What follows belongs to an exercise in optimizing a design on an open flow for small area; a production flow would make more cautious choices.
The RTL was checked by simulation tests, not by an equivalence proof against the original design.
No run shown here takes its clock network from TritonCTS; it comes from the design's own scripts or RTL.
The clock port is modelled as an ideal driver, which makes a skipped or thinned clock tree look cheaper than it is; a real chip needs a root buffer or a tree.
Power is estimated from default activity; no workload was simulated.

==> design/flow/standard.sh <==
#!/bin/bash
# synth_recipe.tcl (not shown) runs the flow's synth.tcl, then flattens the netlist and writes it again
# the make line also repeats each setting of config.mk as NAME=value (left out here)
make -C /OpenROAD-flow-scripts/flow DESIGN_CONFIG=/design/flow/config.mk WORK_HOME=/design/flow/orfs CLKGATE_MAP_FILE= SYNTH_SCRIPT=/design/flow/synth_recipe.tcl "${@:-finish}"
==> design/flow/config.mk <==
export PLATFORM = sky130hd
export DESIGN_NAME = LED_top
export DESIGN_NICKNAME = LED_top
export VERILOG_FILES = /design/flow/design.v
export SDC_FILE = /design/flow/constraint.sdc
export NUM_CORES = 4
export LEC_CHECK = 0
export CAP_MARGIN = 20
export CORE_MARGIN = 2
export CORE_UTILIZATION = 40
export SLEW_MARGIN = 20
==> design/flow/flow/manual_cts.tcl <==
# Clock tree: the clock port drives cts_nbuf buffers (cts_cell), each driving the
# flip-flops of one vertical strip of the core (split by x at equal counts),
# placed at the centre of its flip-flops. detailed_placement in cts.tcl then
# legalizes them.
set cts_cell sky130_fd_sc_hd__clkbuf_8
set cts_nbuf 2
set block [ord::get_db_block]
set dbu [$block getDbUnitsPerMicron]
set loads {}
foreach p [get_pins -of_objects [get_nets clk] -filter "direction==input"] {
  set loc [[[sta::sta_to_db_pin $p] getInst] getLocation]
  lappend loads [list [lindex $loc 0] [lindex $loc 1] $p]
}
set loads [lsort -real -index 0 $loads]
set m [llength $loads]
for {set i 0} {$i < $cts_nbuf} {incr i} {
  set grp [lrange $loads [expr {$i * $m / $cts_nbuf}] [expr {($i + 1) * $m / $cts_nbuf - 1}]]
  set sx 0
  set sy 0
  set pins {}
  foreach g $grp {
    set sx [expr {$sx + [lindex $g 0]}]
    set sy [expr {$sy + [lindex $g 1]}]
    lappend pins [lindex $g 2]
  }
  set cx [expr {$sx / [llength $grp] / double($dbu)}]
  set cy [expr {$sy / [llength $grp] / double($dbu)}]
  insert_buffer -buffer_cell $cts_cell -net clk -load_pins $pins -location [list $cx $cy]
}
puts "manual clock tree: $cts_nbuf x $cts_cell for $m clock pins"
==> design/flow/flow/run.sh <==
#!/bin/bash
# Own layout flow: the standard flow (standard.sh) with three changes:
#  - synthesis maps with an area-oriented ABC script (flow/abc_area.script,
#    selected by ABC_AREA=1); everything else in synthesis is unchanged, so
#    the registers are those of the standard synthesis;
#  - port buffers are sky130_fd_sc_hd__buf_1 (the ports carry light loads);
#  - the clock tree is three clkbuf_8, each driving a third of the flip-flops
#    (flow/manual_cts.tcl, in place of clock_tree_synthesis).
set -euo pipefail
here=$(pwd)
rm -rf "$here/scripts_own"
cp -r "$FLOW_HOME/scripts" "$here/scripts_own"
cp "$here/flow/abc_area.script" "$here/scripts_own/abc_area.script"
# clock tree: flow/manual_cts.tcl in place of clock_tree_synthesis
sed -i 's|^log_cmd clock_tree_synthesis {\*}\$cts_args$|source $::env(MANUAL_CTS_TCL)|' "$here/scripts_own/cts.tcl"
grep -q MANUAL_CTS_TCL "$here/scripts_own/cts.tcl"
bash "$here/standard.sh" \
    "SCRIPTS_DIR=$here/scripts_own" \
    ABC_AREA=1 \
    "BUFFER_PORTS_ARGS=-buffer_cell sky130_fd_sc_hd__buf_1" \
    "MANUAL_CTS_TCL=$here/flow/manual_cts.tcl" \
    finish > "$here/flow_make.log" 2>&1
==> design/flow/design.v <==
module LED_top (
    input clk,
    input rst,
    input btn1in,
    input btn2in,
    input btn3in,
    output A,
    output B,
    output C,
    output D,
    output R0,
    output G0,
    output B0,
    output R1,
    output G1,
    output B1,
    output OE,
    output LAT,
    output clk_shft
);
reg [2:0] p;
always @(posedge clk or posedge rst)
    if (rst) p <= 3'd0;
    else     p <= p + 3'd1;
assign clk_shft = p[2];
wire tick = (p == 3'd3);
reg       h;
reg [4:0] k;
wire kwrap = h ? (k[4] & k[2] & k[1] & k[0]) : (k[4] & k[3] & k[0]);    
wire cnt0  = k[4] & k[3] & k[0];                                       
always @(posedge clk or posedge rst)
    if (rst) begin
        h <= 1'b0;
        k <= 5'd25;
    end else begin
        k <= (tick && kwrap) ? 5'd0 : k + {4'd0, tick};
        h <= h ^ (tick && kwrap);
    end
reg [2:0] tile;
reg [3:0] cm;
reg [3:0] rm;
wire t6     = tile[2] & tile[1];           
wire t5     = tile[2] & tile[0];
wire cmwrap = cm[3] & cm[0];               
wire xmit   = t6 && (cm[2:0] == 3'd7);
always @(posedge clk or posedge rst)
    if (rst) begin
        tile <= 3'd6;
        cm   <= 4'd8;
        rm   <= 4'd15;
    end else begin
        cm   <= (tick && cmwrap) ? {2'd0, t5, 1'b0} : cm + {3'd0, tick};
        tile <= (tick && cmwrap && t6) ? 3'd0 : tile + {2'd0, tick && cmwrap};
        rm   <= rm + {3'd0, tick && xmit};
    end
assign {D, C, B, A} = rm;
assign OE  = !(t6 && cm[3]);
assign LAT = xmit;
wire idle0 = (rm == 4'd15) && t6 && (cm == 4'd8) && cnt0;
wire gend  = (rm == 4'd11) && (tile == 3'd4) && (cm == 4'd2) && cnt0;
reg gx, R;
always @(posedge clk or posedge rst)
    if (rst) begin
        gx <= 1'b0;
        R  <= 1'b0;
    end else if (tick) begin
        if (gend) gx <= 1'b1;
        R <= idle0 || (R && !(k[2] && k[1] && k[0]));    
    end
wire ready = R && !(k[2] && k[1] && k[0]);    
wire md    = !idle0;
wire anybtn = btn1in | btn2in | btn3in;
reg [1:0] d;    
always @(posedge clk or posedge rst)
    if (rst) d <= 2'd0;
    else if (tick)
        case (d)
            2'd0: d <= (md && anybtn) ? 2'd1 : 2'd0;
            2'd1: d <= 2'd2;
            default: d <= anybtn ? 2'd3 : 2'd0;
        endcase
wire shift = (d == 2'd2);
wire Shift = shift | ready;
reg [8:0] b;
reg ls;
wire h_prev = h ^ (k == 5'd0);
always @(posedge clk or posedge rst)
    if (rst) begin
        b[1:0] <= 2'b01;
        ls     <= 1'b0;
    end else if (tick) begin
        ls <= Shift;
        if (ls) b[1:0] <= {b[0], b[1] ^ h_prev};
    end
always @(posedge clk)
    if (tick && ls) b[8:2] <= b[7:1];
wire blank = gx | R;
wire pix_up, pix_dn;
wire rom_000, rom_001, rom_002, rom_003, rom_004, rom_005, rom_006, rom_007, rom_008, rom_009, rom_010, rom_011, rom_012, rom_013, rom_014, rom_015, rom_016, rom_017, rom_018, rom_019, rom_020, rom_021, rom_022, rom_023, rom_024, rom_025, rom_026, rom_027, rom_028, rom_029, rom_030, rom_031, rom_032, rom_033, rom_034, rom_035, rom_036, rom_037, rom_038, rom_039, rom_040, rom_041, rom_042, rom_043, rom_044, rom_045, rom_046, rom_047, rom_048, rom_049, rom_050, rom_051, rom_052, rom_053, rom_054, rom_055, rom_056, rom_057, rom_058, rom_059, rom_060, rom_061, rom_062, rom_063, rom_064, rom_065, rom_066, rom_067, rom_068, rom_069, rom_070, rom_071, rom_072, rom_073, rom_074, rom_075, rom_076, rom_077, rom_078, rom_079, rom_080, rom_081, rom_082, rom_083, rom_084, rom_085, rom_086, rom_087, rom_088, rom_089, rom_090, rom_091, rom_092, rom_093, rom_094, rom_095, rom_096, rom_097, rom_098, rom_099, rom_100, rom_101, rom_102, rom_103, rom_104, rom_105, rom_106, rom_107, rom_108, rom_109, rom_110, rom_111, rom_112, rom_113, rom_114, rom_115, rom_116, rom_117, rom_118, rom_119, rom_120, rom_121;
assign rom_046 = tile[2] & ~tile[1];
assign rom_047 = ~tile[2] & tile[0];
assign rom_048 = ~tile[2] & tile[1];
assign rom_049 = ~(rom_048 | rom_047);
assign rom_050 = rom_049 & ~rom_046;
assign rom_051 = rom_050 & b[8];
assign rom_052 = rom_046 & tile[0];
assign rom_053 = ~(ls | b[3]);
assign rom_054 = ls & ~b[2];
assign rom_055 = ~(rom_054 | rom_053);
assign rom_056 = rom_055 & rom_052;
assign rom_057 = b[7] & ~tile[1];
assign rom_058 = b[5] & tile[1];
assign rom_059 = ~(rom_058 | rom_057);
assign rom_060 = ~rom_059 & rom_047;
assign rom_061 = b[4] & tile[2];
assign rom_062 = b[6] & tile[1];
assign rom_063 = ~(rom_062 | rom_061);
assign rom_064 = ~(rom_063 | tile[0]);
assign rom_065 = ~(rom_064 | rom_060);
assign rom_066 = rom_065 & ~rom_056;
assign rom_067 = rom_066 & ~rom_051;
assign rom_068 = rom_050 & b[7];
assign rom_069 = ~b[4] & tile[1];
assign rom_070 = ~(b[6] | tile[1]);
assign rom_071 = ~rom_070 & rom_047;
assign rom_072 = rom_071 & ~rom_069;
assign rom_073 = ~(ls | b[2]);
assign rom_074 = ~b[1] & ls;
assign rom_075 = ~(rom_074 | rom_073);
assign rom_076 = rom_075 & rom_052;
assign rom_077 = b[3] & tile[2];
assign rom_078 = ~(rom_077 | rom_058);
assign rom_079 = ~(rom_078 | tile[0]);
assign rom_080 = ~(rom_079 | rom_076);
assign rom_081 = rom_080 & ~rom_072;
assign rom_082 = rom_081 & ~rom_068;
assign rom_083 = ~rom_082 & rom_067;
assign rom_084 = rm[1] & rm[0];
assign rom_085 = ~(cm[3] | cm[0]);
assign rom_086 = rom_085 & ~cm[1];
assign rom_087 = rom_086 & rm[1];
assign rom_088 = ~cm[2] & rm[0];
assign rom_089 = cm[2] & ~rm[0];
assign rom_090 = ~rom_089 & rom_085;
assign rom_091 = rom_090 & ~rom_088;
assign rom_092 = ~(cm[2] | cm[1]);
assign rom_093 = rom_092 & ~cm[3];
assign rom_094 = cm[3] & cm[0];
assign rom_095 = ~(rom_094 | rom_093);
assign rom_096 = rom_095 & ~rom_091;
assign rom_097 = rom_096 & ~rom_087;
assign rom_098 = ~(rm[1] | rm[0]);
assign rom_099 = rom_098 & cm[3];
assign rom_100 = rm[2] & rm[3];
assign rom_101 = rom_100 & ~rom_099;
assign rom_102 = rom_101 & rom_097;
assign rom_103 = rom_102 & ~rom_084;
assign rom_104 = ~rom_103 & rom_083;
assign rom_105 = rom_092 & ~cm[0];
assign rom_106 = cm[0] & rm[0];
assign rom_107 = cm[2] & cm[1];
assign rom_108 = rom_107 & rom_106;
assign rom_109 = ~(rom_108 | cm[3]);
assign rom_110 = rom_109 & ~rom_105;
assign rom_111 = ~(rm[1] | rm[2]);
assign rom_112 = rom_111 & ~rm[3];
assign rom_113 = rom_112 & rom_110;
assign rom_114 = ~(rom_113 | rom_102);
assign rom_115 = ~rom_114 & rom_104;
assign rom_116 = rom_082 & ~rom_067;
assign rom_117 = rom_091 & cm[1];
assign rom_118 = ~(rom_117 | cm[3]);
assign rom_119 = rm[1] & rm[2];
assign rom_120 = ~(rom_119 | rom_111);
assign rom_121 = ~rom_120 & rm[0];
assign rom_000 = ~(rom_121 | rom_098);
assign rom_001 = ~(rom_000 | rom_118);
assign rom_002 = ~(rm[2] | rm[3]);
assign rom_003 = rom_098 & cm[2];
assign rom_004 = cm[1] & rm[2];
assign rom_005 = ~rom_004 & rom_003;
assign rom_006 = ~(rom_100 | rom_098);
assign rom_007 = ~(rom_006 | rom_005);
assign rom_008 = ~(rom_007 | rom_002);
assign rom_009 = rom_008 & ~rom_001;
assign rom_010 = rom_009 & rom_116;
assign rom_011 = ~(rom_010 | rom_115);
assign rom_012 = ~(rom_097 | rm[0]);
assign rom_013 = ~(rom_120 | rom_092);
assign rom_014 = rom_106 & ~rom_093;
assign rom_015 = ~(rom_014 | rom_086);
assign rom_016 = ~(rom_015 | rom_013);
assign rom_017 = ~tile[0] & tile[1];
assign rom_018 = rom_017 & tile[2];
assign rom_019 = ~(rom_018 | blank);
assign rom_020 = rom_019 & ~rom_016;
assign rom_021 = rom_020 & ~rom_012;
assign pix_dn = rom_021 & ~rom_011;
assign rom_022 = rom_098 & ~rm[2];
assign rom_023 = ~(rom_107 | rom_088);
assign rom_024 = ~rom_023 & rom_085;
assign rom_025 = rom_024 & rom_000;
assign rom_026 = rom_003 & ~cm[1];
assign rom_027 = ~(rom_026 | rm[3]);
assign rom_028 = rom_027 & ~rom_025;
assign rom_029 = ~(rom_028 | rom_022);
assign rom_030 = rom_106 & ~rom_097;
assign rom_031 = rom_120 & rm[0];
assign rom_032 = ~(rom_031 | rom_110);
assign rom_033 = ~(rom_032 | rom_022);
assign rom_034 = rom_033 & ~rom_030;
assign rom_035 = ~cm[1] & cm[0];
assign rom_036 = rom_035 & rom_095;
assign rom_037 = ~(rom_036 | rom_034);
assign rom_038 = ~(rom_037 | rom_029);
assign rom_039 = ~(rom_038 | rom_083);
assign rom_040 = ~rm[2] & rm[3];
assign rom_041 = rom_040 & rom_084;
assign rom_042 = rom_041 & rom_110;
assign rom_043 = ~rom_042 & rom_104;
assign rom_044 = rom_019 & ~rom_116;
assign rom_045 = rom_044 & ~rom_043;
assign pix_up = rom_045 & ~rom_039;
reg U, L;
always @(posedge clk or posedge rst)
    if (rst) begin
        U <= 1'b0;
        L <= 1'b0;
    end else if (tick) begin
        U <= pix_up;
        L <= pix_dn;
    end
wire top_band = (rm >= 4'd10) && (rm != 4'd15);
wire low_band = (rm <= 4'd4) || (rm == 4'd15);
assign R0 = U & top_band;
assign G0 = U & top_band;
assign B0 = U & !top_band;
assign R1 = L;
assign G1 = L & low_band;
assign B1 = L & !low_band;
endmodule
==> design/flow/constraint.sdc <==
create_clock -name core_clock -period 12.0 [get_ports {clk}]
set_input_delay 2.4000 -clock core_clock [delete_from_list [all_inputs] [get_ports {clk}]]
set_output_delay 2.4000 -clock core_clock [all_outputs]
set_load 0.01 [all_outputs]
==> design/flow/flow/abc_area.script <==
strash
dch
amap
topo
==> results of run 1 <==
[cell usage after synthesis, types with 2 or more instances]
cell / instances
sky130_fd_sc_hd__o21ai_0: 16
sky130_fd_sc_hd__a31oi_1: 3
sky130_fd_sc_hd__nand2_1: 16
sky130_fd_sc_hd__a21oi_1: 11
sky130_fd_sc_hd__nor3_1: 12
sky130_fd_sc_hd__o32ai_1: 2
sky130_fd_sc_hd__a211oi_1: 9
sky130_fd_sc_hd__nor2b_1: 8
sky130_fd_sc_hd__clkinv_1: 30
sky130_fd_sc_hd__o22ai_1: 6
sky130_fd_sc_hd__nor2_1: 27
sky130_fd_sc_hd__dfrtp_1: 18
sky130_fd_sc_hd__ha_1: 13
sky130_fd_sc_hd__nor4_1: 4
sky130_fd_sc_hd__a22oi_1: 5
sky130_fd_sc_hd__edfxtp_1: 7
sky130_fd_sc_hd__nand3_1: 6
sky130_fd_sc_hd__dfstp_2: 11
[logic make-up (layout without fill, tap and decap cells)]
family / count (synthesis) / after routing / share of synthesized area, %
adder cells (fa/ha/maj): 13 / 13 / 8.24
buffers and inverters: 31 / 49 / 6.08
AND/OR/NAND/NOR: 76 / 76 / 17.6
AO/OA/AOI/OAI: 61 / 61 / 20.0
flip-flops: 36 / 36 / 48.1
[registers in the layout, summed over array words and instances, names as in the netlist]
register and flops:
h 1, rm 4, b 9, R 1, ls 1, k 5
tile 3, gx 1, d 2, L 1, cm 4, U 1
p 3
[worst max path at each step]
stage / start / endpoint / slack (ns) / cells after the start
floorplan: rm[1]$_DFF_PP1_ / R0 / 8.07 / 4
global placement: rm[2]$_DFF_PP1_ / B0 / 8.03 / 6
detailed placement: rm[2]$_DFF_PP1_ / B0 / 7.99 / 6
CTS: rm[2]$_DFF_PP1_ / B0 / 7.99 / 6
global route: rm[2]$_DFF_PP1_ / G1 / 7.56 / 6
finish: rm[2]$_DFF_PP1_ / B0 / 7.78 / 6
[power breakdown]
group          switching [W]  internal [W]
logic             0.00000309    0.00000120
registers        0.000000849      0.000125
clock network      0.0000319     0.0000156
total              0.0000359      0.000142
[cell type report, without the clock buffers]
class / count / area (µm²)
well taps: 67 / 83.8
inverters: 30 / 113
multi-input cells: 150 / 905
flip-flops and latches: 36 / 950
repair buffers: 17 / 63.8
fillers: 484 / 2610
[metrics by stage]
step / area (µm²) / hold slack [ns] / utilization, % / total power [W] / cells
after floorplan: 1970 / 0.427 / - / 0.000131 / 217
after global placement: 2110 / 0.444 / 44.5 / 0.000133 / 300
after detailed placement: 2110 / 0.461 / 44.5 / 0.000133 / 300
after CTS: 2140 / 0.461 / 45.1 / 0.000166 / 302
after global routing: 2140 / 0.491 / 45.1 / 0.000184 / 302
final: 2140 / 0.479 / 45.1 / 0.000178 / 302
[layer usage]
layer  up-vias  global-route usage [%]  part of all wire [%]
li1        824                       -                     -
met1       729                    21.4                    49
met2        24                    25.9                    46
met3         7                    1.08                   3.3
met4         0                    1.79                   1.3
met5         -                       0                     0
==> summary.txt, run 1 <==
- The flow ran to the end and the layout has no timing, DRC or antenna violations.
- The worst pin sits at a relative slew slack of about half.
- The total overflow left after global routing is 0.
- The number of violations of the max-capacitance limit is 0.
- The maximum net fanout on the critical path is 8.
- Along the worst hold path, the cell count comes to 1.
- On the critical path, the stage with the largest delay is an instance of sky130_fd_sc_hd__dfstp_2.
- After clock tree synthesis, the flow added hold-fix buffers numbering 0.
- Synthesis inferred 36 register bits.
- STA classifies the critical path startpoint as a flop.
- The synthesized instance count is 217.
- Setup slack on the worst reg-to-reg path comes out at 9.33 ns.
- Counting flops with an async set or reset pin after synthesis yields a share of between 80% and 90%.
- The post-route netlist has just under 6% of its cells at a drive strength greater than 1.
- The worst hold path belongs to the class reg2reg.
- The share of Yosys cell area claimed by the top area cell type is about 23%.
- The timing-limited maximum frequency is around 0.24 GHz.
- In this run, distinct cell masters in the synthesized netlist total 31.
- Detailed placement finished with a half-perimeter wire length of 3010 µm.
- The die is 74.3 µm tall.
- The accumulated negative setup slack is 0 ns.
- The die is roughly 74 µm wide.
- Buffers placed on the I/O ports in this run total 17.
- Setup repair after global routing left no endpoint under its margin.
- Compared with the post-synthesis result, the final layout area differs by 8.49%.
- The average footprint of a synthesized cell is 9.10 µm².
- The final critical-path required period is between 4 and 5 ns.
- The number of synthesized flops with an enable pin is 7.
- For the pin with the worst max-slew slack, the measured transition is between 0.7 and 0.8 ns.
- After detailed routing, the number of remaining DRC violations is 0.
- Measured in cells, the most critical reg-to-reg path has a length of 8.
- The number of nets in the synthesized netlist is roughly 240.
- The number of antenna repair diodes is 0.
- The CTS clock-pin slew for the worst setup and hold paths is about 0.12 ns.
- The number of buffer and inverter instances along the worst setup path is 2.
- The routed layout has 1,584 vias.
- Buffers added to address setup during post-CTS repair amount to 0.
- Using the TritonRoute via totals, the vias-per-cell ratio works out to ~5.2.
- The number of gates resized after cts is 0.
- The total count of max-transition violations in the final report is 0.
- In this run, the number of DRC markers left after iteration 0 of detailed routing was around 70.
- The type of element capturing the critical path is an output port.
- The mean routed wirelength per cell is between 10 and 15 µm.
- The prevailing post-synth register cell is sky130_fd_sc_hd__dfrtp_1.
- The cell class contributing the biggest share of worst-path delay is flip-flops.
- The later pin in the worst-skew pair is clocked with a latency of 0.17 ns.
- The worst clock skew on the final layout is around 0.013 ns.
- The total global-route track usage is between 10 and 15%.
- Sorting the synthesized cells by area gives the leading types as sky130_fd_sc_hd__dfrtp_1, sky130_fd_sc_hd__dfstp_2, sky130_fd_sc_hd__edfxtp_1.
- The floorplan step defined a die boundary enclosing around 5500 µm².
- The detailed-route wire length is about 4000 µm.
- The pre-antenna-repair detailed-routing pass consisted of 4 iterations.
- The number of warnings reported in the yosys synthesis log is 1.
- The count of final hold-check violations is 0.
- The start of the worst register-to-register path is p[0]$_DFF_PP0_.
- The initialized floorplan defines 25 standard-cell rows.
- The setup slack after layout is 7.78 ns.
- The first global-routing pass estimated between 6000 and 7000 µm of wire.
- The number of global-route vias before repair came to between 1,000 and 1,500.
- The top cell types in the final layout, fill and taps aside, are sky130_fd_sc_hd__clkinv_1, sky130_fd_sc_hd__nor2_1, sky130_fd_sc_hd__dfrtp_1.
- The maximum number of pins on one net before global-route repair is 30.
- After the last flow step, the layout net total stands at approximately 260.
- The post-synthesis instance area is slightly below 2000 µm².
- The share of the cycle needed by the critical path after routing is a little over a third.
- The pre-CTS worst setup slack is ~8 ns.
- Leaving out fill and tap cells, the most frequent cell in the layout is sky130_fd_sc_hd__clkinv_1.
- The signal on the critical path passes through clkinv_1 > ha_1 > a211oi_1 > nor3_1 > nor2_1 > buf_1.
- The biggest area contributor in the post-synthesis netlist is sky130_fd_sc_hd__dfrtp_1.
- In this run the count of I/O pins placed on the die edge is 18.
- The analysis attributes to cell leakage a power of between 0.8 and 0.9 nW.
- The endpoint identified for the worst register-to-register timing path is tile[2]$_DFF_PP1_.
- For this run, the slowest stage of the critical path takes about 0.62 ns.
- The worst hold path endpoint is p[0]$_DFF_PP0_.
- The congestion estimate from routability-driven global placement came to 0.872.
- The fraction of the yosys area taken by sequential cells is around 48%.
- The count of nets left with antenna violations once routing finished came out at 0.
- The effective utilization at floorplan is approximately two fifths.
- VDD sags by at most around 0.099 mV.
- STA puts the critical path data arrival time at 1.82 ns.
- The critical path in this run is classified as reg2out.
- The total power per unit cell area is 83.0 nW/µm².
- The launch point of the worst hold path is p[0]$_DFF_PP0_.
- STA puts the critical path data required time at around 9.6 ns.
- Setup violations remaining at the end of the flow were counted as 0.
- The number of antenna violations at the first check in global routing is 0.
- The core region area is 4750 µm².
==> run 2: changes to the inputs <==
--- a/design/flow/flow/manual_cts.tcl
+++ b/design/flow/flow/manual_cts.tcl
@@ -4,5 +4,5 @@
 # legalizes them.
 set cts_cell sky130_fd_sc_hd__clkbuf_8
-set cts_nbuf 2
+set cts_nbuf 3
 set block [ord::get_db_block]
 set dbu [$block getDbUnitsPerMicron]
==> run 2 against run 1 <==
  * Sequential power is essentially flat
  * Core utilization grew 0.29 points
  * Synthesized cell count is the same
  * Clock skew is essentially flat
  * Still clean on timing, DRC and antenna
  * Maximum frequency grew 0.85%
  * Final area grew 0.64%
  * Cell count grew 0.33%
  * Global-route usage shrank 0.057 points
  * Combinational power is essentially flat
==> summary.txt, run 2 <==
- The flow ran to the end and the layout has no timing, DRC or antenna violations.
- The combinational cell fraction of total power is 2.3% (about the same).
- The number of antenna violations at the first check in global routing is 0 (unchanged).
- The relative area change from synthesis to final layout is 9.19%.
- The final count of negative-setup-slack endpoints is 0 (unchanged).
- The library cell used most frequently in the layout, excluding fill and tap cells, is sky130_fd_sc_hd__clkinv_1.
- The share of Yosys cell area claimed by the top area cell type came to 22.8% (unchanged).
- The net switching component of the power is 0.0000345 W (-3.9%).
- The vias after detailed routing was 1,583 (-0.063%).
- The number of synthesized flops with an enable pin came to 7 (unchanged).
- The number of nets in the synthesized netlist is 235 (unchanged).
- The clock network power share is 29.1% (+2.4 points).
- The global-route wire length before repair came to 6630 µm (-0.21%).
- The share of the cycle needed by the critical path after routing is 34.9% (-0.30 points).
- The arrival time of data at the critical path endpoint is 1.79 ns (-0.03 ns).
- The top-level I/O count was 18 (unchanged).
- The number of buffers inserted by post-CTS setup repair came to 0 (unchanged).
- The clock latency reported for the late side of the worst-skew pair is 0.15 ns (-0.02 ns).
- The number of placement rows is 25 (unchanged).
- The total global-route track usage was 14.9% (-0.057 points).
- The number of port buffers is 17 (unchanged).
- The number of warnings reported in the yosys synthesis log came to 1 (unchanged).
- The effective utilization at floorplan is 41.5% (unchanged).
- The mean routed wirelength per cell is 13.3 µm (-0.43%).
- The worst clock skew on the final layout came to 0.0129 ns (-0.000279 ns).
- The average footprint of a synthesized cell is 9.10 µm² (unchanged).
- The critical path is of the reg2out type.
- The number of violations of the max-capacitance limit is 0 (unchanged).
- The critical path launch point type is a flop.
- The area occupied by multi-input gates was 905 µm² (unchanged).
- The share of async-settable or async-resettable flops after synthesis is 80.6% (unchanged).
- The average vias per placed instance is 5.22 (-0.39%).
- The CTS clock-pin slew for the worst setup and hold paths came to 0.09 ns (-0.03 ns).
- After synthesis, the cell types taking the most area are sky130_fd_sc_hd__dfrtp_1, sky130_fd_sc_hd__dfstp_2, sky130_fd_sc_hd__edfxtp_1.
- The height of the die is 74.3 µm (unchanged).
- The number of hold buffers added after CTS is 0 (unchanged).
- In the synthesized netlist the dominant register cell turns out to be sky130_fd_sc_hd__dfrtp_1.
- The portion of total power attributed to sequential cells is 68.6% (-2.3 points).
- The final RePlAce weighted congestion is 0.872 (unchanged).
- The number of synthesized register bits is 36 (unchanged).
- The residual DRC count is 0 (unchanged).
- The remaining antenna violation count after routing came to 0 (unchanged).
- The setup slack of the worst register-to-register path is 9.34 ns (about the same).
- The first-iteration detailed-routing DRC count is 69 (-2.8%).
- Of all cell types, the one taking the most synthesized area is sky130_fd_sc_hd__dfrtp_1.
- The register cell area after layout is 950 µm² (unchanged).
- The core region area was 4750 µm² (unchanged).
- The summed area of non-filler cells in the final layout is 2160 µm² (+0.64%).
- The smallest hold slack is 0.474 ns (-0.00535 ns).
- The final core utilization was 45.3% (+0.29 points).
- The total power per unit cell area came to 85.2 nW/µm² (+2.7%).
- The worst hold-check path type is reg2reg.
- Yosys instantiated no cell more often than sky130_fd_sc_hd__clkinv_1.
- The sum of net half-perimeters after detailed placement is 3010 µm (unchanged).
- STA classifies the critical path endpoint as an output port.
- The largest registers in the layout are b (9), k (5).
- The data required time at the worst endpoint is 9.60 ns (about the same).
- The post-synthesis instance area is 1970 µm² (unchanged).
- The flip-flop count of the largest register after layout was 9 (unchanged).
- The number of library cell types mapped by synthesis is 31 (unchanged).
- The worst slew margin relative to its limit is 47.7% (-0.72 points).
- The fraction of the yosys area taken by sequential cells is 48.1% (unchanged).
- The accumulated negative setup slack is 0 ns (unchanged).
- In the synthesized netlist, the cells that appear most often are sky130_fd_sc_hd__clkinv_1, sky130_fd_sc_hd__nor2_1, sky130_fd_sc_hd__dfrtp_1, sky130_fd_sc_hd__nand2_1, sky130_fd_sc_hd__o21ai_0.
- The overall overflow remaining after global route is 0 (unchanged).
- The number of gates resized after cts is 0 (unchanged).
- The number of nets in the layout is 256 (+0.39%).
- The width of the chip is 74.3 µm (unchanged).
- The area of the die is 5510 µm² (unchanged).
- The total cell area at the placement stage came to 2110 µm² (unchanged).
- The worst IR drop on VDD is 0.0801 mV (-19%).
- The timing-limited maximum frequency is 0.239 GHz (+0.85%).
- The fraction of power spent switching nets is 18.8% (-1.4 points).
- The count of final hold-check violations came to 0 (unchanged).
- The register with the most flip-flops in the final layout is b.
- The final critical-path required period is 4.19 ns (-0.0355 ns).
- The total count of max-transition violations in the final report came to 0 (unchanged).
- The internal power component is 0.000149 W (+5.1%).
- The static leakage came to 0.808 nW (+0.90%).
- The detailed-route wire length is 4020 µm (about the same).
- The top cell types in the final layout, fill and taps aside, are sky130_fd_sc_hd__clkinv_1, sky130_fd_sc_hd__nor2_1, sky130_fd_sc_hd__dfrtp_1.
- The transition at the pin with the smallest max-transition slack came to 0.780 ns (+0.0108 ns).
- The number of detailed-routing iterations run before antenna repair is 5 (+1).
- The number of filler cells placed in the layout is 485 (+0.21%).
- The synthesized instance count is 217 (unchanged).
- The maximum net fanout on the critical path is 8 (unchanged).
- The number of antenna repair diodes is 0 (unchanged).
- The maximum number of pins on one net before global-route repair is 30 (unchanged).
- The proportion of layout cells with a drive suffix above 1 came to 6.36% (+0.40 points).
- Setup repair after global routing left no endpoint under its margin.
- The number of global-route vias before repair is 1,499 (+1.5%).
run 2: cell count changes in the layout (fill, tap and decap cells not counted), sizes merged:
cell	before	now
clkbuf	2	3
run 2: kinds of logic after synthesis:
family	synth area share (%)
AND/OR/NAND/NOR	17.6
adder cells (fa/ha/maj)	8.24
buffers and inverters	6.08
flip-flops	48.1
AO/OA/AOI/OAI	20.0
run 2: power by group through the flow:
| stage | Combinational (W) | Sequential (W) | Clock, W |
|---|---|---|---|
| 2_1_floorplan | 0.00000298 | 0.000128 | 0 |
| 3_3_place_gp | 0.00000433 | 0.000128 | 0 |
| 3_5_place_dp | 0.00000441 | 0.000128 | 0 |
| 4_1_cts | 0.00000444 | 0.000128 | 0.0000407 |
| 5_1_grt | 0.00000529 | 0.000126 | 0.0000591 |
| 6_report | 0.00000429 | 0.000126 | 0.0000535 |
run 2: worst paths after layout:
| kind | start | end | depth (start not counted) |
|---|---|---|---|
| max in group asynchronous | rst | p[1]$_DFF_PP0_ | 2 |
| min reg2reg | p[0]$_DFF_PP0_ | p[0]$_DFF_PP0_ | 1 |
| max | rm[2]$_DFF_PP1_ | B0 | 6 |
| min | p[0]$_DFF_PP0_ | p[0]$_DFF_PP0_ | 1 |
| min in group asynchronous | rst | cm[0]$_DFF_PP0_ | 2 |
| max reg2reg | p[0]$_DFF_PP0_ | tile[2]$_DFF_PP1_ | 8 |
run 2: worst max-delay path, stage by stage, from the launching register on:
cell                       delay [ns]
sky130_fd_sc_hd__dfstp_2         0.60
sky130_fd_sc_hd__clkinv_1        0.17
sky130_fd_sc_hd__ha_1            0.22
sky130_fd_sc_hd__a211oi_1        0.33
sky130_fd_sc_hd__nor3_1          0.08
sky130_fd_sc_hd__nor2_1          0.09
sky130_fd_sc_hd__buf_1           0.15
run 2: stage by stage:
stage               total power (W)  setup WS, ns  std cells
detailed placement         0.000133          7.99        300
finish                     0.000184          7.81        303
floorplan                  0.000131          8.07        217
global placement           0.000133          8.03        300
global route               0.000190          7.60        303
CTS                        0.000173          7.99        303
run 2: metal layers:
| layer | part of all wire (%) | track usage [%] | vias up |
|---|---|---|---|
| met5 | 0 | 0 | - |
| met4 | 1.6 | 2.38 | 0 |
| met3 | 3.0 | 1.22 | 8 |
| met2 | 46 | 25.8 | 29 |
| met1 | 49 | 21.0 | 719 |
| li1 | - | - | 827 |
run 2: cell type report, without the clock buffers:
class	instances	share of cell area (%)
inverters	30	5.22
repair buffers	17	2.96
well taps	67	3.89
flip-flops and latches	36	44.1
multi-input cells	150	42.0
==> run 3: changes to the inputs <==
--- a/design/flow/design.v
+++ b/design/flow/design.v
@@ -25,16 +25,18 @@
 assign clk_shft = p[2];
 wire tick = (p == 3'd3);
-reg       h;
-reg [4:0] k;
-wire kwrap = h ? (k[4] & k[2] & k[1] & k[0]) : (k[4] & k[3] & k[0]);    
-wire cnt0  = k[4] & k[3] & k[0];                                       
-always @(posedge clk or posedge rst)
-    if (rst) begin
-        h <= 1'b0;
-        k <= 5'd25;
+reg       x;
+reg [4:0] y;
+wire y24 = y[4] & y[3];                    
+always @(posedge clk or posedge rst)
+    if (rst) begin
+        x <= 1'b0;
+        y <= 5'd0;
     end else begin
-        k <= (tick && kwrap) ? 5'd0 : k + {4'd0, tick};
-        h <= h ^ (tick && kwrap);
-    end
+        x <= x ^ tick;
+        y <= (tick && y24) ? 5'd0 : y + {4'd0, tick};
+    end
+wire h    = (y[0] == x) && (y != 5'd0);
+wire cnt0 = !x && (y == 5'd0);             
+wire h_prev = ((y[0] == x) && (y[4:1] != 4'd0)) || (x && (y == 5'd0));
 reg [2:0] tile;
 reg [3:0] cm;
@@ -66,7 +68,7 @@
     end else if (tick) begin
         if (gend) gx <= 1'b1;
-        R <= idle0 || (R && !(k[2] && k[1] && k[0]));    
-    end
-wire ready = R && !(k[2] && k[1] && k[0]);    
+        R <= idle0 || (R && !y[3]);    
+    end
+wire ready = R && !y[3];    
 wire md    = !idle0;
 wire anybtn = btn1in | btn2in | btn3in;
@@ -84,5 +86,4 @@
 reg [8:0] b;
 reg ls;
-wire h_prev = h ^ (k == 5'd0);
 always @(posedge clk or posedge rst)
     if (rst) begin
==> run 3 against run 2 <==
  * Setup slack better by 0.023 ns
  * Still clean on timing, DRC and antenna
  * Sequential power up 4%
  * Global-route usage up 0.21 points
  * Flip-flop and latch count unchanged
  * Cell count down 0.66%
  * Maximum frequency up 0.56%
  * Wire length down 1.0%
  * Sequential share of layout area down 0.17 points
  * Synthesized cell count down 0.92%
  * Clock skew up 0.0043 ns
==> summary.txt, run 3 <==
- The flow ran to the end and the layout has no timing, DRC or antenna violations.
- The proportion of layout cells with a drive suffix above 1 is 5.13% (-1.2 points).
- The detailed-route wire length was 3980 µm (-1.0%).
- The register cell area after layout was 946 µm² (-0.40%).
- The number of nets in the synthesized netlist was 233 (-0.85%).
- The number of global-route vias before repair is 1,494 (-0.33%).
- Setup repair after global routing left no endpoint under its margin.
- The count of final hold-check violations came to 0 (unchanged).
- The number of port buffers was 17 (unchanged).
- The final count of negative-setup-slack endpoints was 0 (unchanged).
- The worst clock skew on the final layout is 0.0172 ns (+0.00429 ns).
- The internal power component came to 0.000154 W (+3.3%).
- The number of detailed-routing iterations run before antenna repair is 4 (-1).
- In this run the critical register-to-register path is captured at tile[2]$_DFF_PP1_.
- The combinational cell fraction of total power is 4.3% (+2.0 points).
- The number of antenna violations at the first check in global routing is 0 (unchanged).
- The number of violations of the max-capacitance limit is 0 (unchanged).
- The non-filler instance count after layout is 301 (-0.66%).
- The final core utilization came to 45.3% (unchanged).
- The number of hold buffers added after CTS is 0 (unchanged).
- The number of antenna repair diodes is 0 (unchanged).
- The overall overflow remaining after global route is 0 (unchanged).
- The portion of total power attributed to sequential cells is 67.6% (-1.0 points).
- The number of synthesized flops with an enable pin is 7 (unchanged).
- The instance count along the most critical hold path is 1 (unchanged).
- The arrival time of data at the critical path endpoint is 1.76 ns (-0.03 ns).
- In the layout the commonest cells are sky130_fd_sc_hd__nor2_1, sky130_fd_sc_hd__clkinv_1, sky130_fd_sc_hd__dfrtp_1.
- The residual DRC count is 0 (unchanged).
- The number of placement rows is 25 (unchanged).
- The number of gates resized after cts is 0 (unchanged).
- The accumulated negative setup slack came to 0 ns (unchanged).
- The data required time at the worst endpoint is 9.60 ns (about the same).
- Summed over all instances, the cell type with the most area after synthesis is sky130_fd_sc_hd__dfrtp_1.
- The number of nets in the layout is 254 (-0.78%).
- The clock latency reported for the late side of the worst-skew pair is 0.15 ns (about the same).
- The number of cells traversed by the worst register-to-register path is 8 (unchanged).
- The fraction of the yosys area taken by sequential cells came to 47.9% (-0.19 points).
- The worst hold path terminates at p[0]$_DFF_PP0_.
- The type of element capturing the critical path is an output port.
- The type of the worst setup path is reg2out.
- The height of the die came to 74.3 µm (unchanged).
- The number of synthesized register bits is 36 (unchanged).
- The top-level I/O count is 18 (unchanged).
- The library cell used most frequently in the layout, excluding fill and tap cells, is sky130_fd_sc_hd__nor2_1.
- The share of Yosys cell area claimed by the top area cell type is 26.6% (+3.8 points).
- The sum of net half-perimeters after detailed placement is 2990 µm (-0.67%).
- The total count of max-transition violations in the final report is 0 (unchanged).
- The start of the worst register-to-register path is p[0]$_DFF_PP0_.
- The average vias per placed instance is 5.31 (+1.6%).
- The number of library cell types mapped by synthesis was 33 (+6.5%).
- The start point of the critical path is rm[2]$_DFF_PP1_.
- The launch point of the worst hold path is p[0]$_DFF_PP0_.
- The prevailing post-synth register cell is sky130_fd_sc_hd__dfrtp_1.
- The effective utilization at floorplan is 41.5% (unchanged).
- The post-synthesis instance area came to 1970 µm² (unchanged).
- By instance count, the leading cell after synthesis is sky130_fd_sc_hd__nor2_1.
- The fraction of power spent switching nets is 20.2% (+1.5 points).
- The setup slack of the worst register-to-register path is 9.34 ns (about the same).
- The number of buffers inserted by post-CTS setup repair is 0 (unchanged).
- The number of warnings reported in the yosys synthesis log is 1 (unchanged).
- The worst slew margin relative to its limit was 52.9% (+5.2 points).
- The relative area change from synthesis to final layout was 9.19% (unchanged).
- The clock network power share is 28.2% (-0.9 points).
- Ranked by instance count, the synthesized netlist is headed by sky130_fd_sc_hd__nor2_1, sky130_fd_sc_hd__clkinv_1, sky130_fd_sc_hd__dfrtp_1, sky130_fd_sc_hd__ha_1, sky130_fd_sc_hd__nand2_1.
- The largest registers in the layout are b (9), y (5).
- The worst hold-check path type is reg2reg.
- The share of async-settable or async-resettable flops after synthesis is 80.6% (unchanged).
- The final critical-path required period came to 4.16 ns (-0.0233 ns).
- The timing-limited maximum frequency was 0.240 GHz (+0.56%).
- The area of the die is 5510 µm² (unchanged).
- The area occupied by multi-input gates is 908 µm² (+0.41%).
- STA classifies the critical path startpoint as a flop.
- The flip-flop count of the largest register after layout came to 9 (unchanged).
- The mean routed wirelength per cell is 13.2 µm (-0.39%).
- The static leakage is 0.829 nW (+2.7%).
- The share of the cycle needed by the critical path after routing came to 34.7% (-0.19 points).
- The net switching component of the power is 0.0000391 W (+13%).
- The worst IR drop on VDD is 0.0775 mV (-3.2%).
- Sorting the synthesized cells by area gives the leading types as sky130_fd_sc_hd__dfrtp_1, sky130_fd_sc_hd__dfstp_2, sky130_fd_sc_hd__edfxtp_1.
- The number of filler cells placed in the layout was 484 (-0.21%).
- The total global-route track usage is 15.1% (+0.21 points).
- The core region area came to 4750 µm² (unchanged).
- b holds more flip-flops than any other register.
- The maximum net fanout on the critical path is 8 (unchanged).
- The total power per unit cell area is 89.6 nW/µm² (+5.2%).
- The number of placed cells counting well taps was 298 (-0.67%).
- The vias after detailed routing is 1,598 (+0.95%).
- The CTS clock-pin slew for the worst setup and hold paths was 0.09 ns (about the same).
- The maximum number of pins on one net before global-route repair is 30 (unchanged).
- The width of the chip is 74.3 µm (unchanged).
- The remaining antenna violation count after routing is 0 (unchanged).
- The transition at the pin with the smallest max-transition slack was 0.704 ns (-0.0753 ns).
- The average footprint of a synthesized cell was 9.18 µm² (+0.93%).
- The final RePlAce weighted congestion is 0.904 (+3.7%).
- The synthesized instance count came to 215 (-0.92%).
- The global-route wire length before repair came to 6820 µm (+2.9%).
- The first-iteration detailed-routing DRC count is 166 (+140%).
-- run 3: cell count changes after synthesis, moves of 3 or more --
cell	before	now
sky130_fd_sc_hd__nand2_1	16	13
sky130_fd_sc_hd__a211oi_1	9	6
sky130_fd_sc_hd__nor2_1	27	35
sky130_fd_sc_hd__o21ai_0	16	9
sky130_fd_sc_hd__dfstp_2	11	8
sky130_fd_sc_hd__dfrtp_1	18	21
sky130_fd_sc_hd__o21a_1	1	4
-- run 3: power by group through the flow --
stage / registers (W) / logic (W) / clock network (W)
after floorplan: 0.000132 / 0.00000644 / 0
after global placement: 0.000133 / 0.00000825 / 0
after detailed placement: 0.000133 / 0.00000839 / 0
after CTS: 0.000133 / 0.00000850 / 0.0000407
after global routing: 0.000131 / 0.00000971 / 0.0000619
final: 0.000131 / 0.00000822 / 0.0000545
-- run 3: cells by family after synthesis --
logic type               after synthesis  synth area share (%)
buffers and inverters                 31                  6.08
AO/OA/AOI/OAI                         57                  19.8
flip-flops                            36                  47.9
adder cells (fa/ha/maj)               13                  8.24
AND/OR/NAND/NOR                       78                  17.9
-- run 3: per-stage QoR --
step	area [µm²]	total power [W]	setup WS, ns	hold WS, ns
6_report	2160	0.000193	7.84	0.454
5_1_grt	2160	0.000203	7.64	0.485
4_1_cts	2160	0.000182	8.03	0.447
3_5_place_dp	2110	0.000141	8.05	0.447
3_3_place_gp	2110	0.000141	8.04	0.448
2_1_floorplan	1970	0.000139	8.16	0.427
-- run 3: how the worst max path moves through the flow --
stage / end / slack [ns] / cells after the start
floorplan: B1 / 8.16 / 4
global placement: B0 / 8.04 / 6
detailed placement: B1 / 8.05 / 5
global route: B0 / 7.64 / 6
finish: B0 / 7.84 / 6
CTS: B0 / 8.03 / 6
-- run 3: layout make-up, without the clock buffers --
type | count | share of cell area, %
multi-input combinational | 148 | 42.1
tap | 67 | 3.89
inverter | 30 | 5.22
timing repair buffer | 17 | 2.96
sequential | 36 | 43.9
-- run 3: per-layer routing --
layer	up-vias	global-route usage, %	wire, µm
met5	-	0	0
met4	0	2.38	61
met3	6	1.22	149
met2	30	26.4	1860
met1	750	21.1	1910
li1	812	-	-
-- run 3: worst max-delay path: stages (launching register included) --
cell and delay (ns):
sky130_fd_sc_hd__dfstp_2 0.61, sky130_fd_sc_hd__clkinv_1 0.18, sky130_fd_sc_hd__nor2_1 0.24, sky130_fd_sc_hd__nand2_1 0.14, sky130_fd_sc_hd__o211ai_1 0.13, sky130_fd_sc_hd__nor2b_1 0.16
sky130_fd_sc_hd__buf_1 0.16
==> run 4: changes to the inputs <==
--- a/design/flow/design.v
+++ b/design/flow/design.v
@@ -37,5 +37,4 @@
     end
 wire h    = (y[0] == x) && (y != 5'd0);
-wire cnt0 = !x && (y == 5'd0);             
 wire h_prev = ((y[0] == x) && (y[4:1] != 4'd0)) || (x && (y == 5'd0));
 reg [2:0] tile;
@@ -59,6 +58,7 @@
 assign OE  = !(t6 && cm[3]);
 assign LAT = xmit;
-wire idle0 = (rm == 4'd15) && t6 && (cm == 4'd8) && cnt0;
-wire gend  = (rm == 4'd11) && (tile == 3'd4) && (cm == 4'd2) && cnt0;
+wire idle0 = cm[3] & rm[2] & tile[2] & tile[1] & (y == 5'd0);
+wire gend  = !cm[2] & cm[1] & !cm[0] & rm[3] & !rm[2] & rm[1] & rm[0] & !tile[1]
+             & !y[3] & !y[2] & !y[1];
 reg gx, R;
 always @(posedge clk or posedge rst)
@@ -73,14 +73,12 @@
 wire md    = !idle0;
 wire anybtn = btn1in | btn2in | btn3in;
-reg [1:0] d;    
+reg [1:0] d;
 always @(posedge clk or posedge rst)
     if (rst) d <= 2'd0;
-    else if (tick)
-        case (d)
-            2'd0: d <= (md && anybtn) ? 2'd1 : 2'd0;
-            2'd1: d <= 2'd2;
-            default: d <= anybtn ? 2'd3 : 2'd0;
-        endcase
-wire shift = (d == 2'd2);
+    else if (tick) begin
+        d[1] <= (!d[1] && d[0]) || (d[1] && anybtn);
+        d[0] <= !d[1] && (d[0] || (md && anybtn));
+    end
+wire shift = d[1] & d[0];
 wire Shift = shift | ready;
 reg [8:0] b;
==> run 4 against run 3 <==
  * Sequential power is essentially flat
  * Setup slack got worse by 0.083 ns
  * First-iteration DRC count is 12% lower
  * Maximum frequency shrank 2.0%
==> summary.txt, run 4 <==
- The run finished with no timing, DRC or antenna violations.
- The number of nets in the layout came to 251 (-1.2%).
- The non-filler instance count after layout was 285 (-5.3%).
- The worst hold path begins at p[0]$_DFF_PP0_.
- The worst slew margin relative to its limit came to 54.5% (+1.7 points).
- The simple-gate share of the synthesized area is 17.0% (-0.92 points).
- The vias after detailed routing is 1,580 (-1.1%).
- The number of gates resized after cts is 0 (unchanged).
- The cell class contributing the biggest share of worst-path delay is simple AND/OR/NAND/NOR gates.
- The critical path launch point type is a flop.
- The uppermost metal layer occupied by signal nets is met4.
- The compound-gate portion of the synthesized area came to 20.1% (+0.22 points).
- The number of placement rows is 25 (unchanged).
- The worst setup path is captured at an output port.
- The number of synthesized register bits is 36 (unchanged).
- The share of the cycle needed by the critical path after routing is 35.4% (+0.69 points).
- In the layout the commonest cells are sky130_fd_sc_hd__nor2_1, sky130_fd_sc_hd__clkinv_1, sky130_fd_sc_hd__dfrtp_1.
- The number of synthesized flops with an enable pin is 7 (unchanged).
- The area occupied by multi-input gates is 880 µm² (-3.2%).
- The overall overflow remaining after global route is 0 (unchanged).
- The final RePlAce weighted congestion is 0.869 (-3.9%).
- The fraction of power spent switching nets is 20.0% (-0.25 points).
- The number of antenna violations at the first check in global routing came to 0 (unchanged).
- The proportion of layout cells with a drive suffix above 1 is 5.19% (+0.067 points).
- The setup slack of the worst register-to-register path came to 9.26 ns (-0.08 ns).
- The global-route wire length before repair was 6650 µm (-2.5%).
- The instance count along the most critical hold path is 1 (unchanged).
- The worst IR drop on VDD is 0.0840 mV (+8.4%).
- The number of buffer and inverter instances along the worst setup path is 3 (+1).
- The top-level I/O count is 18 (unchanged).
- The setup slack after layout is 7.75 ns (-0.0829 ns).
- The height of the die is 73.5 µm (-0.96%).
- The sum of net half-perimeters after detailed placement is 2900 µm (-3.1%).
- The first-iteration detailed-routing DRC count is 146 (-12%).
- The portion of total power attributed to sequential cells is 67.8% (+0.2 points).
- The width of the chip is 73.5 µm (-0.96%).
- The most prevalent standard cell on the critical path is sky130_fd_sc_hd__nor2_1.
- The path with the worst hold slack has its endpoint at p[0]$_DFF_PP0_.
- By area, the combinational part of the netlist is dominated by compound AO/OA/AOI/OAI gates.
- The post-synthesis instance area is 1930 µm² (-2.0%).
- The transition at the pin with the smallest max-transition slack came to 0.680 ns (-0.0249 ns).
- The number of global-route vias before repair is 1,438 (-3.7%).
- In this run the critical register-to-register path is captured at tile[2]$_DFF_PP1_.
- The average vias per placed instance is 5.54 (+4.4%).
- The routed length on met1 is 1880 µm (-1.2%).
- The stage delay of the slowest cell on the critical path is 0.60 ns (about the same).
- The CTS clock-pin slew for the worst setup and hold paths is 0.09 ns (about the same).
- The clock latency reported for the late side of the worst-skew pair is 0.15 ns (about the same).
- Among all stages on the critical path, the largest delay is contributed by sky130_fd_sc_hd__dfstp_2.
- The average footprint of a synthesized cell came to 9.12 µm² (-0.64%).
- The library cell used most frequently in the layout, excluding fill and tap cells, is sky130_fd_sc_hd__nor2_1.
- In the synthesized netlist, the cells that appear most often are sky130_fd_sc_hd__nor2_1, sky130_fd_sc_hd__clkinv_1, sky130_fd_sc_hd__dfrtp_1, sky130_fd_sc_hd__a21oi_1, sky130_fd_sc_hd__nor3_1.
- The share of async-settable or async-resettable flops after synthesis is 80.6% (unchanged).
- The number of violations of the max-capacitance limit is 0 (unchanged).
- The number of buffers inserted by post-CTS setup repair is 0 (unchanged).
- Relative to the synthesized area, the layout overhead comes to 8.54%.
- The critical path goes through clkinv_1 > nor2_1 > clkinv_1 > nor3_1 > nor2_1 > nor2_1 > buf_1.
- Ranked by flip-flop count, first place goes to b.
- The number of antenna repair diodes came to 0 (unchanged).
- The synthesized-area fraction occupied by adder cells is 8.41% (+0.17 points).
- The area of the die is 5410 µm² (-1.9%).
- The effective utilization at floorplan came to 41.2% (-0.30 points).
- The mean routed wirelength per cell was 13.6 µm (+2.5%).
- The static leakage is 0.788 nW (-5.0%).
- The pre-CTS worst setup slack is 7.92 ns (-0.130 ns).
- The total global-route track usage came to 15.1% (-0.044 points).
- The total power per unit cell area came to 91.2 nW/µm² (+1.7%).
- The wire length on met2 came to 1770 µm (-5.0%).
- The arrival time of data at the critical path endpoint is 1.85 ns (+0.09 ns).
- The internal power component was 0.000153 W (-0.66%).
- The clock network power share is 28.6% (+0.4 points).
- The maximum net fanout on the critical path is 7 (-1).
- The maximum number of pins on one net before global-route repair is 30 (unchanged).
- The synthesized instance count is 212 (-1.4%).
- The share of Yosys cell area claimed by the top area cell type is 27.2% (+0.55 points).
- The number of filler cells placed in the layout is 465 (-3.9%).
- The XOR/XNOR share of the synthesized area came to 0% (unchanged).
- In the final layout, the registers with the most flip-flops are b (9), y (5).
- The number of library cell types mapped by synthesis is 30 (-9.1%).
- The timing-limited maximum frequency is 0.235 GHz (-2.0%).
- The number of detailed-routing iterations run before antenna repair was 4 (unchanged).
- The accumulated negative setup slack is 0 ns (unchanged).
- The met3 routed wirelength is 180 µm (+21%).
- The start of the worst register-to-register path is p[0]$_DFF_PP0_.
- Setup repair after global routing left no endpoint under its margin.
- The residual DRC count is 0 (unchanged).
- The total count of max-transition violations in the final report came to 0 (unchanged).
- The combinational cell fraction of total power is 3.6% (-0.7 points).
- The most used standard cell by instance count after synthesis is sky130_fd_sc_hd__nor2_1.
- The critical path in this run is classified as reg2out.
- In this run the worst hold path is classified as reg2reg.
- The flip-flop count of the largest register after layout was 9 (unchanged).
- The data required time at the worst endpoint is 9.60 ns (about the same).
- The net switching component of the power is 0.0000382 W (-2.2%).
- The final count of negative-setup-slack endpoints is 0 (unchanged).
- The post-synthesis mux area share is 0% (unchanged).
- The number of port buffers came to 17 (unchanged).
- The detailed-route wire length came to 3870 µm (-2.9%).
- The prevailing post-synth register cell is sky130_fd_sc_hd__dfrtp_1.
- The remaining antenna violation count after routing is 0 (unchanged).
- The register cell area after layout is 946 µm² (unchanged).
- The fraction of the yosys area taken by sequential cells came to 48.9% (+0.99 points).
- Sorting the synthesized cells by area gives the leading types as sky130_fd_sc_hd__dfrtp_1, sky130_fd_sc_hd__dfstp_2, sky130_fd_sc_hd__edfxtp_1.
- The largest total area in the synthesized netlist belongs to sky130_fd_sc_hd__dfrtp_1.
- The number of placed cells counting well taps is 282 (-5.4%).
- The final critical-path required period was 4.25 ns (+0.0829 ns).
- The number of hold buffers added after CTS came to 0 (unchanged).
- The core region area is 4690 µm² (-1.3%).
- The number of nets in the synthesized netlist is 230 (-1.3%).
- The worst clock skew on the final layout is 0.0118 ns (-0.00538 ns).
- The number of warnings reported in the yosys synthesis log came to 1 (unchanged).
- The number of cells traversed by the worst register-to-register path was 8 (unchanged).
- The count of final hold-check violations is 0 (unchanged).
-- run 4: cell types whose count changed after synthesis, sizes merged, moves of 2 or more --
| cell | before | now |
|---|---|---|
| o22ai | 7 | 5 |
| nor2 | 35 | 32 |
| o21a | 4 | 1 |
| nand4 | 2 | 0 |
| clkinv | 30 | 27 |
| a31oi | 2 | 4 |
| nor4 | 2 | 4 |
| nor2b | 9 | 6 |
| a21oi | 9 | 18 |
| nor3 | 11 | 15 |
-- run 4: layout make-up, without the clock buffers --
| type | instances | area share, % |
|---|---|---|
| Inverter | 27 | 4.83 |
| Tap cell | 54 | 3.22 |
| Timing Repair Buffer | 17 | 3.04 |
| Sequential cell | 36 | 45.1 |
| Multi-Input combinational cell | 148 | 41.9 |
-- run 4: power groups by stage --
| stage | Clock [W] | Combinational, W | Sequential [W] |
|---|---|---|---|
| global placement | 0 | 0.00000707 | 0.000132 |
| CTS | 0.0000407 | 0.00000719 | 0.000132 |
| floorplan | 0 | 0.00000547 | 0.000132 |
| global route | 0.0000595 | 0.00000824 | 0.000130 |
| detailed placement | 0 | 0.00000718 | 0.000132 |
| finish | 0.0000547 | 0.00000687 | 0.000130 |
-- run 4: layer usage --
layer	vias to the layer above	track usage (%)
met4	0	1.21
met3	3	0.960
met1	726	22.9
li1	808	-
met5	-	0
met2	43	24.8
-- run 4: worst max-delay path by stage --
stage,slack [ns],to,cells past startpoint,startpoint
final,7.75,G1,7,rm[0]$_DFF_PP1_
after global routing,7.60,G1,7,rm[0]$_DFF_PP1_
after CTS,7.91,G1,7,rm[0]$_DFF_PP1_
after detailed placement,7.92,G1,7,rm[0]$_DFF_PP1_
after global placement,7.98,B0,6,rm[2]$_DFF_PP1_
after floorplan,8.04,R0,5,rm[2]$_DFF_PP1_
-- run 4: cells by family after synthesis --
family	count (synthesis)
AND/OR/NAND/NOR	74
adder cells (fa/ha/maj)	13
flip-flops	36
buffers and inverters	28
AO/OA/AOI/OAI	61
-- run 4: stage by stage --
stage	total power [W]	utilization [%]	cell area [µm²]	hold WS (ns)
detailed placement	0.000139	43.9	2060	0.450
global placement	0.000139	43.9	2060	0.445
global route	0.000198	44.7	2100	0.477
floorplan	0.000137	-	1930	0.427
CTS	0.000180	44.7	2100	0.450
finish	0.000191	44.7	2100	0.454
==> run 5: changes to the inputs <==
--- a/design/flow/design.v
+++ b/design/flow/design.v
@@ -25,17 +25,4 @@
 assign clk_shft = p[2];
 wire tick = (p == 3'd3);
-reg       x;
-reg [4:0] y;
-wire y24 = y[4] & y[3];                    
-always @(posedge clk or posedge rst)
-    if (rst) begin
-        x <= 1'b0;
-        y <= 5'd0;
-    end else begin
-        x <= x ^ tick;
-        y <= (tick && y24) ? 5'd0 : y + {4'd0, tick};
-    end
-wire h    = (y[0] == x) && (y != 5'd0);
-wire h_prev = ((y[0] == x) && (y[4:1] != 4'd0)) || (x && (y == 5'd0));
 reg [2:0] tile;
 reg [3:0] cm;
@@ -58,4 +45,12 @@
 assign OE  = !(t6 && cm[3]);
 assign LAT = xmit;
+reg [4:0] y;
+wire x   = cm[0];
+wire y24 = y[4] & y[3];                    
+always @(posedge clk or posedge rst)
+    if (rst) y <= 5'd0;
+    else     y <= (tick && y24) ? 5'd0 : y + {4'd0, tick};
+wire h    = (y[0] == x) && (y != 5'd0);
+wire h_prev = ((y[0] == x) && (y[4:1] != 4'd0)) || (x && (y == 5'd0));
 wire idle0 = cm[3] & rm[2] & tile[2] & tile[1] & (y == 5'd0);
 wire gend  = !cm[2] & cm[1] & !cm[0] & rm[3] & !rm[2] & rm[1] & rm[0] & !tile[1]
==> run 5 against run 4 <==
  * Sequential share of layout area is 0.69 points lower
  * Sequential power barely moved
  * Combinational power rose by 4.7%
  * Setup slack got worse by 0.051 ns
  * First-iteration DRC count is 2.1% higher
  * Still clean on timing, DRC and antenna
  * Highest routed layer unchanged
==> summary.txt, run 5 <==
- The share of async-settable or async-resettable flops after synthesis was 80.0% (-0.56 points).
- The number of library cell types mapped by synthesis was 32 (+6.7%).
- The static leakage is 0.783 nW (-0.57%).
- The run finished with no timing, DRC or antenna violations.
- The largest registers in the layout are b (9), y (5).
- The number of nets in the synthesized netlist is 228 (-0.87%).
- By count the netlist is led by sky130_fd_sc_hd__nor2_1, sky130_fd_sc_hd__clkinv_1, sky130_fd_sc_hd__dfrtp_1, sky130_fd_sc_hd__a21oi_1, sky130_fd_sc_hd__ha_1.
- The register containing the most flip-flops in the final layout is b.
- Setup repair after global routing left no endpoint under its margin.
- The global-route wire length before repair is 6310 µm (-5.2%).
- The worst clock skew on the final layout is 0.0129 ns (+0.00105 ns).
- The CTS clock-pin slew for the worst setup and hold paths is 0.08 ns (about the same).
- The remaining antenna violation count after routing is 0 (unchanged).
- The proportion of layout cells with a drive suffix above 1 is 5.24% (+0.045 points).
- The maximum number of pins on one net before global-route repair came to 29 (-3.3%).
- The total global-route track usage came to 14.4% (-0.65 points).
- The number of warnings reported in the yosys synthesis log is 1 (unchanged).
- The cell family contributing the most delay on the critical path is simple AND/OR/NAND/NOR gates.
- The data required time at the worst endpoint was 9.60 ns (about the same).
- The synthesized instance count is 210 (-0.94%).
- The detailed-route wire length is 3790 µm (-1.9%).
- The launch point of the worst hold path is p[0]$_DFF_PP0_.
- The slowest stage of the critical path belongs to the cell sky130_fd_sc_hd__dfstp_2.
- The library cell used most frequently in the layout, excluding fill and tap cells, is sky130_fd_sc_hd__nor2_1.
- The cell taking the most area after synthesis is sky130_fd_sc_hd__dfrtp_1.
- The signal on the critical path passes through clkinv_1 > nor4_1 > nor2_1 > nor2_1 > buf_1.
- The summed area of non-filler cells in the final layout was 2080 µm² (-1.1%).
- The non-filler instance count after layout is 283 (-0.70%).
- The accumulated negative setup slack is 0 ns (unchanged).
- The number of violations of the max-capacitance limit came to 0 (unchanged).
- The number of synthesized flops with an enable pin was 7 (unchanged).
- The number of global-route vias before repair was 1,384 (-3.8%).
- The portion of total power attributed to sequential cells is 68.2% (+0.4 points).
- The average footprint of a synthesized cell is 9.10 µm² (-0.29%).
- The timing-limited maximum frequency came to 0.233 GHz (-1.2%).
- Among all cell types in the netlist, the one instantiated most often is sky130_fd_sc_hd__nor2_1.
- The number of buffer and inverter instances along the worst setup path is 2 (-1).
- The final critical-path required period is 4.30 ns (+0.0514 ns).
- Sorting the synthesized cells by area gives the leading types as sky130_fd_sc_hd__dfrtp_1, sky130_fd_sc_hd__dfstp_2, sky130_fd_sc_hd__edfxtp_1.
- The vias after detailed routing is 1,576 (-0.25%).
- The core region area is 4660 µm² (-0.67%).
- The total count of max-transition violations in the final report is 0 (unchanged).
- The effective utilization at floorplan came to 41.0% (-0.23 points).
- The height of the die came to 73.1 µm (-0.58%).
- The type of element capturing the critical path is an output port.
- The number of detailed-routing iterations run before antenna repair was 4 (unchanged).
- The residual DRC count is 0 (unchanged).
- The number of antenna repair diodes is 0 (unchanged).
- The width of the chip came to 73.1 µm (-0.58%).
- The type of the worst setup path is reg2out.
- The count of final hold-check violations is 0 (unchanged).
- The start point of the critical path is rm[2]$_DFF_PP1_.
- The relative area change from synthesis to final layout is 8.64% (about the same).
- The area of the die is 5350 µm² (-1.2%).
- The number of hold buffers added after CTS was 0 (unchanged).
- The net switching component of the power is 0.0000357 W (-6.6%).
- The worst IR drop on VDD came to 0.0929 mV (+11%).
- The transition at the pin with the smallest max-transition slack is 0.690 ns (+0.0105 ns).
- The clock latency reported for the late side of the worst-skew pair is 0.14 ns (about the same).
- The total cell area at the placement stage is 2030 µm² (-1.2%).
- The number of nets in the layout came to 249 (-0.80%).
- The internal power component was 0.000150 W (-2.2%).
- The fraction of power spent switching nets is 19.3% (-0.73 points).
- In the layout the commonest cells are sky130_fd_sc_hd__nor2_1, sky130_fd_sc_hd__clkinv_1, sky130_fd_sc_hd__dfrtp_1.
- The post-synthesis instance area is 1910 µm² (-1.2%).
- The mean routed wirelength per cell is 13.4 µm (-1.2%).
- The average vias per placed instance is 5.57 (+0.45%).
- The arrival time of data at the critical path endpoint is 1.90 ns (+0.05 ns).
- The most prevalent standard cell on the critical path is sky130_fd_sc_hd__nor2_1.
- The total power per unit cell area was 89.4 nW/µm² (-2.0%).
- The maximum net fanout on the critical path was 9 (+2).
- The top-level I/O count was 18 (unchanged).
- The flip-flop count of the largest register after layout is 9 (unchanged).
- The start of the worst register-to-register path is p[0]$_DFF_PP0_.
- The worst slew margin relative to its limit came to 53.8% (-0.70 points).
- The first-iteration detailed-routing DRC count is 149 (+2.1%).
- The worst hold-check path type is reg2reg.
- The share of Yosys cell area claimed by the top area cell type is 26.2% (-0.97 points).
- The number of buffers inserted by post-CTS setup repair is 0 (unchanged).
- The clock network power share came to 27.9% (-0.7 points).
- The combinational cell fraction of total power is 3.9% (+0.3 points).
- The number of synthesized register bits is 35 (-2.8%).
- The number of placement rows is 25 (unchanged).
- The overall overflow remaining after global route is 0 (unchanged).
- The sum of net half-perimeters after detailed placement came to 2850 µm (-1.6%).
- The stage delay of the slowest cell on the critical path is 0.61 ns (about the same).
- The final RePlAce weighted congestion is 0.903 (+4.0%).
- The worst setup path is launched from a flop.
- The number of antenna violations at the first check in global routing is 0 (unchanged).
- The final count of negative-setup-slack endpoints was 0 (unchanged).
- The share of the cycle needed by the critical path after routing is 35.8% (+0.43 points).
- The fraction of the yosys area taken by sequential cells is 48.2% (-0.70 points).
- Among all flip-flop cells after synthesis, the most frequent one is sky130_fd_sc_hd__dfrtp_1.
- The number of placed cells counting well taps came to 280 (-0.71%).
- The number of gates resized after cts is 0 (unchanged).
- The number of port buffers is 17 (unchanged).
[run 5: cell count changes after synthesis, moves of 2 or more]
cell	delta
sky130_fd_sc_hd__nor3_1	-5
sky130_fd_sc_hd__o221ai_1	+2
sky130_fd_sc_hd__nand3_1	+2
sky130_fd_sc_hd__o21ai_0	-3
sky130_fd_sc_hd__nand2_1	-2
sky130_fd_sc_hd__nor2_1	+3
[run 5: cells by family (layout without fill, tap and decap cells)]
logic type / after synthesis / count (layout) / share of synthesized area (%)
adders and majority gates: 13 / 13 / 8.51
AOI/OAI and AO/OA: 58 / 58 / 19.8
buffers and inverters: 29 / 48 / 5.89
DFF: 35 / 35 / 48.2
and+or+nand+nor: 75 / 75 / 17.6
[run 5: per-stage QoR]
| step | hold slack [ns] | utilization [%] | setup slack, ns | power (W) |
|---|---|---|---|---|
| after detailed placement | 0.454 | 43.7 | 7.86 | 0.000136 |
| after CTS | 0.454 | 44.5 | 7.86 | 0.000176 |
| final | 0.459 | 44.5 | 7.70 | 0.000186 |
| after floorplan | 0.427 | - | 7.97 | 0.000134 |
| after global routing | 0.472 | 44.5 | 7.52 | 0.000193 |
| after global placement | 0.449 | 43.7 | 7.93 | 0.000136 |
[run 5: final timing paths]
| path | slack, ns | cells after the start | end |
|---|---|---|---|
| max reg2reg | 9.33 | 8 | tile[2]$_DFF_PP1_ |
| max in group asynchronous | 9.32 | 2 | d[1]$_DFFE_PP0N_ |
| max | 7.70 | 5 | G1 |
| min in group asynchronous | 2.29 | 2 | U$_DFFE_PP0N_ |
| min | 0.46 | 1 | p[0]$_DFF_PP0_ |
| min reg2reg | 0.46 | 1 | p[0]$_DFF_PP0_ |
[run 5: power by group through the flow]
stage                     combinational [W]  sequential (W)  clock (W)
after floorplan                  0.00000547        0.000128          0
after global placement           0.00000706        0.000129          0
after detailed placement         0.00000724        0.000129          0
after CTS                        0.00000738        0.000129  0.0000402
after global routing             0.00000841        0.000127  0.0000580
final                            0.00000719        0.000127  0.0000518
[run 5: worst register-to-register path: cells and delay by family (launching register included)]
kind / cells / cell delay [ns]
buffers and inverters: 1 / 0.38
adder cells (fa/ha/maj): 4 / 1.02
AO/OA/AOI/OAI: 1 / 0.21
flip-flops: 1 / 0.36
AND/OR/NAND/NOR: 2 / 0.63
[run 5: area by class of cell, without the clock buffers]
| cell class | count | area [µm²] |
|---|---|---|
| fillers | 456 | 2580 |
| inverters | 28 | 105 |
| multi-input cells | 146 | 877 |
| flip-flops and latches | 35 | 921 |
| well taps | 54 | 67.6 |
| repair buffers | 17 | 63.8 |
[run 5: routing by layer]
metal | track usage (%) | part of all wire, %
met1 | 21.6 | 48
met2 | 23.8 | 46
met3 | 1.10 | 4.6
met4 | 1.23 | 0.92
met5 | 0 | 0

==> re-timing with driven ports <==
The results above use ideal ports. As a check the final layouts listed here were re-extracted and re-timed, cells and wires unchanged. Step 1, drivers: a clkbuf_16 drives clk and a buf_2 each remaining input, both assumed. Step 2 adds t to the input delays and takes it off the output delays; t is the mean of the earliest and latest rising clock arrival at the registers after step 1. Input paths then give back, and output paths get back, about the clock's delay inside the block. Slacks: ideal ports / drivers / drivers and shift; pairs: ideal ports / drivers.
run	t, ns	setup WS [ns]	worst register clock-pin slew, ns	worst data-port slew with drivers (ns)	cell pins on the clock port's net
run 1	0.202	7.778 / 7.742 / 7.944	0.12 / 0.12	0.03	2
run 2	0.182	7.813 / 7.772 / 7.954	0.09 / 0.09	0.03	3
run 3	0.186	7.837 / 7.794 / 7.980	0.09 / 0.09	0.03	3
run 4	0.187	7.754 / 7.709 / 7.896	0.09 / 0.09	0.03	3
run 5	0.181	7.702 / 7.657 / 7.838	0.08 / 0.08	0.03	3
After both steps every run listed still meets setup and hold.
